What follows belongs to an exercise in optimizing a design on an open flow for small area; a production flow would make more cautious choices.
Function was checked by simulation only, so behaviour that the tests miss may differ from the original.
Power is estimated from default activity; no workload was simulated.

== red ==
==> flow/design.v (excerpt) <==
module eth_icmp_top (
    input   wire            clk,
    input   wire            rst_n,
    input   wire    [4:0]   i_rx_5b,
    input   wire            i_sfp_los,
    output  reg     [4:0]   o_tx_5b
);
Size in the first run: ~840 cells after synthesis, roughly 13 I/O pins, about 11000 µm² of cells after synthesis.
clock: 10.0 ns
lec_check: 0
cap_margin: 20
core_margin: 2
core_utilization: 40
cts_buf_list: sky130_fd_sc_hd__clkbuf_8
cts_cluster_diameter: 70
cts_cluster_size: 18
slew_margin: 20
standard.sh (not shown) runs the stock make flow with config.mk's settings and CLKGATE_MAP_FILE= SYNTH_SCRIPT=/design/flow/synth_recipe.tcl, a recipe that flattens the netlist after the stock synthesis.
==> flow/flow/run.sh <==
#!/bin/bash
# Standard layout, with two changes: the port buffers are buf_1 cells, and
# clock tree synthesis uses clkbuf_8 clusters without dummy loads.
set -euo pipefail
export BUFFER_PORTS_ARGS="-buffer_cell sky130_fd_sc_hd__buf_1"
export CTS_ARGS="-sink_clustering_enable -repair_clock_nets -sink_clustering_size 18 -sink_clustering_max_diameter 70 -buf_list sky130_fd_sc_hd__clkbuf_8 -dont_use_dummy_load"
bash standard.sh > standard.log 2>&1
red: PASS, flow complete, no timing, DRC or antenna violations
The following lists how blue was set up differently from red:
==> flow/run.sh (new file) <==
#!/bin/bash
# synth_recipe.tcl (not shown) runs the flow's synth.tcl, then flattens the netlist and writes it again
# the make line also repeats each setting of config.mk as NAME=value (left out here)
make -C /OpenROAD-flow-scripts/flow DESIGN_CONFIG=/design/flow/config.mk WORK_HOME=/design/flow/orfs CLKGATE_MAP_FILE= SYNTH_SCRIPT=/design/flow/synth_recipe.tcl finish
removed: flow/flow/run.sh
removed: flow/standard.sh
Notes after the runs:
From red to blue the numbers moved as follows: final period utilization +1.8 points, routed wire length shrank by 1.1%. Status: combinational-cell power consumption parity (red, blue). blue vs. red: transition time of the tightest slew-check pin now smaller; clock latency of the later-clocked register in the worst-skew pair rose 0.02 ns; critical path buffer and inverter count climbed 1.

* * *

Setup of v6:
Another version of the RTL of eth_icmp_top (not shown whole).
Size: ~710 cells after synthesis, roughly 13 I/O pins, roughly 9500 um^2 of cells after synthesis.
clock: 10.0 ns
lec_check: 0
cap_margin: 20
core_margin: 2
core_utilization: 40
cts_buf_list: sky130_fd_sc_hd__clkbuf_8
cts_cluster_diameter: 70
cts_cluster_size: 18
slew_margin: 20
==> flow/flow/run.sh <==
#!/bin/bash
# Own layout flow: the standard flow with three changes.
#  1. After the standard synthesis, the combinational logic between the
#     registers is mapped again by ABC with an area-oriented script
#     (deepsyn + area mapping), best of three seeds.  The registers, their names and their cells
#     are left exactly as the standard synthesis made them.
#  2. The port buffers are buf_1 cells.
#  3. Clock tree synthesis uses clkbuf_8 clusters without dummy loads.
# Each tool's output goes to a log file of its own in this folder.
set -euo pipefail
RES=orfs/results/${FLOW_PLATFORM}/eth_icmp_top/base
LIB=${FLOW_HOME}/platforms/${FLOW_PLATFORM}/lib/sky130_fd_sc_hd__tt_025C_1v80.lib
YOSYS=${FLOW_HOME}/../tools/install/yosys/bin/yosys

bash standard.sh synth > standard_synth.log 2>&1
cp $RES/1_2_yosys.v standard_1_2_yosys.v

cat > remap_before.ys <<EOY
read_liberty -lib $LIB
read_verilog standard_1_2_yosys.v
hierarchy -top $FLOW_TOP
tee -o remap_stat_before.txt stat -liberty $LIB
EOY
$YOSYS -s remap_before.ys > remap_before.log 2>&1

# three remaps with different deepsyn seeds run side by side; the smallest
# netlist is kept
for S in 1 2 3; do
cat > remap_$S.ys <<EOY
read_liberty -ignore_miss_func $LIB
read_verilog standard_1_2_yosys.v
hierarchy -top $FLOW_TOP
blackbox sky130_fd_sc_hd__df* sky130_fd_sc_hd__edf* sky130_fd_sc_hd__sdf*
flatten
opt_clean -purge
abc -liberty $LIB -dont_use sky130_fd_sc_hd__lpflow_bleeder_1 -dont_use sky130_fd_sc_hd__lpflow_clkbufkapwr_1 -dont_use sky130_fd_sc_hd__lpflow_clkbufkapwr_16 -dont_use sky130_fd_sc_hd__lpflow_clkbufkapwr_2 -dont_use sky130_fd_sc_hd__lpflow_clkbufkapwr_4 -dont_use sky130_fd_sc_hd__lpflow_clkbufkapwr_8 -dont_use sky130_fd_sc_hd__lpflow_clkinvkapwr_1 -dont_use sky130_fd_sc_hd__lpflow_clkinvkapwr_16 -dont_use sky130_fd_sc_hd__lpflow_clkinvkapwr_2 -dont_use sky130_fd_sc_hd__lpflow_clkinvkapwr_4 -dont_use sky130_fd_sc_hd__lpflow_clkinvkapwr_8 -dont_use sky130_fd_sc_hd__lpflow_decapkapwr_12 -dont_use sky130_fd_sc_hd__lpflow_decapkapwr_3 -dont_use sky130_fd_sc_hd__lpflow_decapkapwr_4 -dont_use sky130_fd_sc_hd__lpflow_decapkapwr_6 -dont_use sky130_fd_sc_hd__lpflow_decapkapwr_8 -dont_use sky130_fd_sc_hd__lpflow_inputiso0n_1 -dont_use sky130_fd_sc_hd__lpflow_inputiso0p_1 -dont_use sky130_fd_sc_hd__lpflow_inputiso1n_1 -dont_use sky130_fd_sc_hd__lpflow_inputiso1p_1 -dont_use sky130_fd_sc_hd__lpflow_inputisolatch_1 -dont_use sky130_fd_sc_hd__lpflow_isobufsrc_1 -dont_use sky130_fd_sc_hd__lpflow_isobufsrc_16 -dont_use sky130_fd_sc_hd__lpflow_isobufsrc_2 -dont_use sky130_fd_sc_hd__lpflow_isobufsrc_4 -dont_use sky130_fd_sc_hd__lpflow_isobufsrc_8 -dont_use sky130_fd_sc_hd__lpflow_isobufsrckapwr_16 -dont_use sky130_fd_sc_hd__lpflow_lsbuf_lh_hl_isowell_tap_1 -dont_use sky130_fd_sc_hd__lpflow_lsbuf_lh_hl_isowell_tap_2 -dont_use sky130_fd_sc_hd__lpflow_lsbuf_lh_hl_isowell_tap_4 -dont_use sky130_fd_sc_hd__lpflow_lsbuf_lh_isowell_4 -dont_use sky130_fd_sc_hd__lpflow_lsbuf_lh_isowell_tap_1 -dont_use sky130_fd_sc_hd__lpflow_lsbuf_lh_isowell_tap_2 -dont_use sky130_fd_sc_hd__lpflow_lsbuf_lh_isowell_tap_4 -dont_use sky130_fd_sc_hd__probe_p_8 -dont_use sky130_fd_sc_hd__probec_p_8  -dont_use sky130_fd_sc_hd__probe_p_8 -dont_use sky130_fd_sc_hd__probec_p_8 -script +strash;&get,-n;&deepsyn,-T,60,-S,$S;&put;dc2;&get,-n;&dch,-f;&nf,-a,-R,1000;&put
splitnets
opt_clean -purge
hilomap -singleton -hicell sky130_fd_sc_hd__conb_1 HI -locell sky130_fd_sc_hd__conb_1 LO
insbuf -buf sky130_fd_sc_hd__buf_4 A X
opt_clean -purge
rename -hide w:*\$func\$*
tee -o remap_check_$S.txt check
tee -o remap_stat_$S.txt stat -liberty $LIB
write_verilog -noattr -nohex -nodec remap_$S.v
EOY
$YOSYS -s remap_$S.ys > remap_$S.log 2>&1 &
done
wait
# a remap that lost logic (far smaller than the standard netlist) is not used
STD=$(grep 'Chip area' remap_stat_before.txt | awk '{print $NF}')
BEST=$(for S in 1 2 3; do
         A=$(grep 'Chip area' remap_stat_$S.txt 2>/dev/null | awk '{print $NF}')
         if [[ -n "$A" && -s remap_$S.v ]] && awk -v a="$A" -v s="$STD" 'BEGIN{exit !(a > 0.85*s)}'; then echo "$A $S"; fi
       done | sort -g | head -1 | awk '{print $2}')
[[ -n "$BEST" ]]
echo "remap seed $BEST kept (standard $STD)" > remap_choice.txt
cp remap_$BEST.v remap.v
cp remap.v $RES/1_2_yosys.v
rm -f $RES/1_synth.odb $RES/1_synth.sdc

export BUFFER_PORTS_ARGS="-buffer_cell sky130_fd_sc_hd__buf_1"
export CTS_ARGS="-sink_clustering_enable -repair_clock_nets -sink_clustering_size 20 -sink_clustering_max_diameter 60 -buf_list sky130_fd_sc_hd__clkbuf_8 -dont_use_dummy_load"
bash standard.sh > standard.log 2>&1
The final layout from v6, which completed every stage, passed the timing, DRC and antenna checks at the end of the flow.
### v6 -> v7
--- a/flow/flow/run.sh
+++ b/flow/flow/run.sh
@@ -6,5 +6,5 @@
 #     are left exactly as the standard synthesis made them.
 #  2. The port buffers are buf_1 cells.
-#  3. Clock tree synthesis uses clkbuf_8 clusters without dummy loads.
+#  3. Clock tree synthesis uses clkbuf_8 clusters of up to 22 sinks, without dummy loads.
 # Each tool's output goes to a log file of its own in this folder.
 set -euo pipefail
@@ -61,4 +61,4 @@
 
 export BUFFER_PORTS_ARGS="-buffer_cell sky130_fd_sc_hd__buf_1"
-export CTS_ARGS="-sink_clustering_enable -repair_clock_nets -sink_clustering_size 20 -sink_clustering_max_diameter 60 -buf_list sky130_fd_sc_hd__clkbuf_8 -dont_use_dummy_load"
+export CTS_ARGS="-sink_clustering_enable -repair_clock_nets -sink_clustering_size 22 -sink_clustering_max_diameter 50 -buf_list sky130_fd_sc_hd__clkbuf_8 -dont_use_dummy_load"
 bash standard.sh > standard.log 2>&1
--- a/flow/config.mk
+++ b/flow/config.mk
@@ -8,5 +8,5 @@
 export CAP_MARGIN = 20
 export CORE_MARGIN = 2
-export CORE_UTILIZATION = 40
+export CORE_UTILIZATION = 65
 export CTS_BUF_LIST = sky130_fd_sc_hd__clkbuf_8
 export CTS_CLUSTER_DIAMETER = 70
Results
- First-iteration DRC count (v7 over v6): increase, 199
- According to the power report, total power for v7 is higher than for v6.
- Diff v6..v7 | hold-fix buffer count after cts | unchanged

* * *

== main ==
eth_icmp_top, a different RTL version from the one above (not shown whole).
Size in the first run: ~13 I/O pins, ~0.0095 mm² of cells after synthesis.
// eth_icmp_top
module eth_icmp_top (
    input   wire            clk,
    input   wire            rst_n,
    input   wire    [4:0]   i_rx_5b,
    input   wire            i_sfp_los,
    output  reg     [4:0]   o_tx_5b
);
==> flow/config.mk <==
export PLATFORM = sky130hd
export DESIGN_NAME = eth_icmp_top
export DESIGN_NICKNAME = eth_icmp_top
export VERILOG_FILES = /design/flow/design.v
export SDC_FILE = /design/flow/constraint.sdc
export NUM_CORES = 4
export LEC_CHECK = 0
export CAP_MARGIN = 20
export CORE_MARGIN = 2
export CORE_UTILIZATION = 40
export CTS_BUF_LIST = sky130_fd_sc_hd__clkbuf_8
export CTS_CLUSTER_DIAMETER = 70
export CTS_CLUSTER_SIZE = 18
export SLEW_MARGIN = 20
==> flow/constraint.sdc <==
create_clock -name core_clock -period 10.0 [get_ports {clk}]
set_input_delay 2.0000 -clock core_clock [delete_from_list [all_inputs] [get_ports {clk}]]
set_output_delay 2.0000 -clock core_clock [all_outputs]
set_load 0.01 [all_outputs]
==> flow/flow/run.sh <==
#!/bin/bash
# Own layout flow: the standard flow with three changes.
#  1. After the standard synthesis, the combinational logic between the
#     registers is mapped again by ABC with an area-oriented script
#     (deepsyn + area mapping), best of three seeds.  The registers, their names and their cells
#     are left exactly as the standard synthesis made them.
#  2. The port buffers are buf_1 cells.
#  3. Clock tree synthesis uses clkbuf_8 clusters without dummy loads.
# Each tool's output goes to a log file of its own in this folder.
set -euo pipefail
RES=orfs/results/${FLOW_PLATFORM}/eth_icmp_top/base
LIB=${FLOW_HOME}/platforms/${FLOW_PLATFORM}/lib/sky130_fd_sc_hd__tt_025C_1v80.lib
YOSYS=${FLOW_HOME}/../tools/install/yosys/bin/yosys

bash standard.sh synth > standard_synth.log 2>&1
cp $RES/1_2_yosys.v standard_1_2_yosys.v

cat > remap_before.ys <<EOY
read_liberty -lib $LIB
read_verilog standard_1_2_yosys.v
hierarchy -top $FLOW_TOP
tee -o remap_stat_before.txt stat -liberty $LIB
EOY
$YOSYS -s remap_before.ys > remap_before.log 2>&1

# three remaps with different deepsyn seeds run side by side; the smallest
# netlist is kept
for S in 1 2 3; do
cat > remap_$S.ys <<EOY
read_liberty -ignore_miss_func $LIB
read_verilog standard_1_2_yosys.v
hierarchy -top $FLOW_TOP
blackbox sky130_fd_sc_hd__df* sky130_fd_sc_hd__edf* sky130_fd_sc_hd__sdf*
flatten
opt_clean -purge
abc -liberty $LIB -dont_use sky130_fd_sc_hd__lpflow_bleeder_1 -dont_use sky130_fd_sc_hd__lpflow_clkbufkapwr_1 -dont_use sky130_fd_sc_hd__lpflow_clkbufkapwr_16 -dont_use sky130_fd_sc_hd__lpflow_clkbufkapwr_2 -dont_use sky130_fd_sc_hd__lpflow_clkbufkapwr_4 -dont_use sky130_fd_sc_hd__lpflow_clkbufkapwr_8 -dont_use sky130_fd_sc_hd__lpflow_clkinvkapwr_1 -dont_use sky130_fd_sc_hd__lpflow_clkinvkapwr_16 -dont_use sky130_fd_sc_hd__lpflow_clkinvkapwr_2 -dont_use sky130_fd_sc_hd__lpflow_clkinvkapwr_4 -dont_use sky130_fd_sc_hd__lpflow_clkinvkapwr_8 -dont_use sky130_fd_sc_hd__lpflow_decapkapwr_12 -dont_use sky130_fd_sc_hd__lpflow_decapkapwr_3 -dont_use sky130_fd_sc_hd__lpflow_decapkapwr_4 -dont_use sky130_fd_sc_hd__lpflow_decapkapwr_6 -dont_use sky130_fd_sc_hd__lpflow_decapkapwr_8 -dont_use sky130_fd_sc_hd__lpflow_inputiso0n_1 -dont_use sky130_fd_sc_hd__lpflow_inputiso0p_1 -dont_use sky130_fd_sc_hd__lpflow_inputiso1n_1 -dont_use sky130_fd_sc_hd__lpflow_inputiso1p_1 -dont_use sky130_fd_sc_hd__lpflow_inputisolatch_1 -dont_use sky130_fd_sc_hd__lpflow_isobufsrc_1 -dont_use sky130_fd_sc_hd__lpflow_isobufsrc_16 -dont_use sky130_fd_sc_hd__lpflow_isobufsrc_2 -dont_use sky130_fd_sc_hd__lpflow_isobufsrc_4 -dont_use sky130_fd_sc_hd__lpflow_isobufsrc_8 -dont_use sky130_fd_sc_hd__lpflow_isobufsrckapwr_16 -dont_use sky130_fd_sc_hd__lpflow_lsbuf_lh_hl_isowell_tap_1 -dont_use sky130_fd_sc_hd__lpflow_lsbuf_lh_hl_isowell_tap_2 -dont_use sky130_fd_sc_hd__lpflow_lsbuf_lh_hl_isowell_tap_4 -dont_use sky130_fd_sc_hd__lpflow_lsbuf_lh_isowell_4 -dont_use sky130_fd_sc_hd__lpflow_lsbuf_lh_isowell_tap_1 -dont_use sky130_fd_sc_hd__lpflow_lsbuf_lh_isowell_tap_2 -dont_use sky130_fd_sc_hd__lpflow_lsbuf_lh_isowell_tap_4 -dont_use sky130_fd_sc_hd__probe_p_8 -dont_use sky130_fd_sc_hd__probec_p_8  -dont_use sky130_fd_sc_hd__probe_p_8 -dont_use sky130_fd_sc_hd__probec_p_8 -script +strash;&get,-n;&deepsyn,-T,60,-S,$S;&put;dc2;&get,-n;&dch,-f;&nf,-a,-R,1000;&put
splitnets
opt_clean -purge
hilomap -singleton -hicell sky130_fd_sc_hd__conb_1 HI -locell sky130_fd_sc_hd__conb_1 LO
insbuf -buf sky130_fd_sc_hd__buf_4 A X
opt_clean -purge
rename -hide w:*\$func\$*
tee -o remap_check_$S.txt check
tee -o remap_stat_$S.txt stat -liberty $LIB
write_verilog -noattr -nohex -nodec remap_$S.v
EOY
$YOSYS -s remap_$S.ys > remap_$S.log 2>&1 &
done
wait
# a remap that lost logic (far smaller than the standard netlist) is not used
STD=$(grep 'Chip area' remap_stat_before.txt | awk '{print $NF}')
BEST=$(for S in 1 2 3; do
         A=$(grep 'Chip area' remap_stat_$S.txt 2>/dev/null | awk '{print $NF}')
         if [[ -n "$A" && -s remap_$S.v ]] && awk -v a="$A" -v s="$STD" 'BEGIN{exit !(a > 0.85*s)}'; then echo "$A $S"; fi
       done | sort -g | head -1 | awk '{print $2}')
[[ -n "$BEST" ]]
echo "remap seed $BEST kept (standard $STD)" > remap_choice.txt
cp remap_$BEST.v remap.v
cp remap.v $RES/1_2_yosys.v
rm -f $RES/1_synth.odb $RES/1_synth.sdc

export BUFFER_PORTS_ARGS="-buffer_cell sky130_fd_sc_hd__buf_1"
export CTS_ARGS="-sink_clustering_enable -repair_clock_nets -sink_clustering_size 18 -sink_clustering_max_diameter 70 -buf_list sky130_fd_sc_hd__clkbuf_8 -dont_use_dummy_load"
bash standard.sh > standard.log 2>&1
main did not stop at any stage, and its layout met the timing, DRC and antenna checks.
Changes in the feature branch relative to main:
-- flow/flow/run.sh --
<<< main, line 63
export CTS_ARGS="-sink_clustering_enable -repair_clock_nets -sink_clustering_size 18 -sink_clustering_max_diameter 70 -buf_list sky130_fd_sc_hd__clkbuf_8 -dont_use_dummy_load"
>>> the feature branch, line 63
export CTS_ARGS="-sink_clustering_enable -repair_clock_nets -sink_clustering_size 22 -sink_clustering_max_diameter 60 -buf_list sky130_fd_sc_hd__clkbuf_8 -dont_use_dummy_load"
## What came out
- The feature branch reached the end of the flow, and the finished layout is clean on the timing, DRC and antenna checks.
- The feature branch: critical path depth 2 below main
- The feature branch leaves more setup margin than main.
- Taking main over the feature branch, the number of clock buffers in the layout ratio works out to 1.14.
- There was hardly any difference in logic gate share of total power between the feature branch and main.
- Looking at maximum number of pins on one net before global-route repair across main and the feature branch, the one that comes out lower is main.

## re-timing with driven ports
The flow's constraints put no driver on any port. The routed layouts listed below were extracted and timed again, unchanged, in two steps. Step 1 sets driving cells, clkbuf_16 on the clock port and buf_2 on the other inputs (assumed; they add their load-dependent delay and slew). Step 2 moves the port delays by t, midway between the first and last clock arrival at a register: inputs arrive t later, outputs are due t later. That takes back most of the time a late clock gives input paths. a / b / c = no drivers / after step 1 / after step 2; a / b = the first two.
| run | t (ns) | setup slack, ns | clock arrival spread, ns | worst slew at a driven data input, ns |
|---|---|---|---|---|
| red | 0.581 | 2.161 / 2.119 / 2.700 | 0.050 / 0.050 | 0.05 |
| blue | 0.613 | 1.977 / 1.938 / 2.551 | 0.021 / 0.022 | 0.05 |
| v6 | 0.570 | 3.386 / 3.345 / 3.914 | 0.057 / 0.057 | 0.03 |
| v7 | 0.562 | 3.397 / 3.358 / 3.920 | 0.066 / 0.066 | 0.04 |
| main | 0.585 | 2.821 / 2.781 / 3.365 | 0.074 / 0.075 | 0.05 |
| the feature branch | 0.552 | 3.614 / 3.579 / 4.131 | 0.044 / 0.044 | 0.03 |
After both steps every run listed still meets setup and hold.
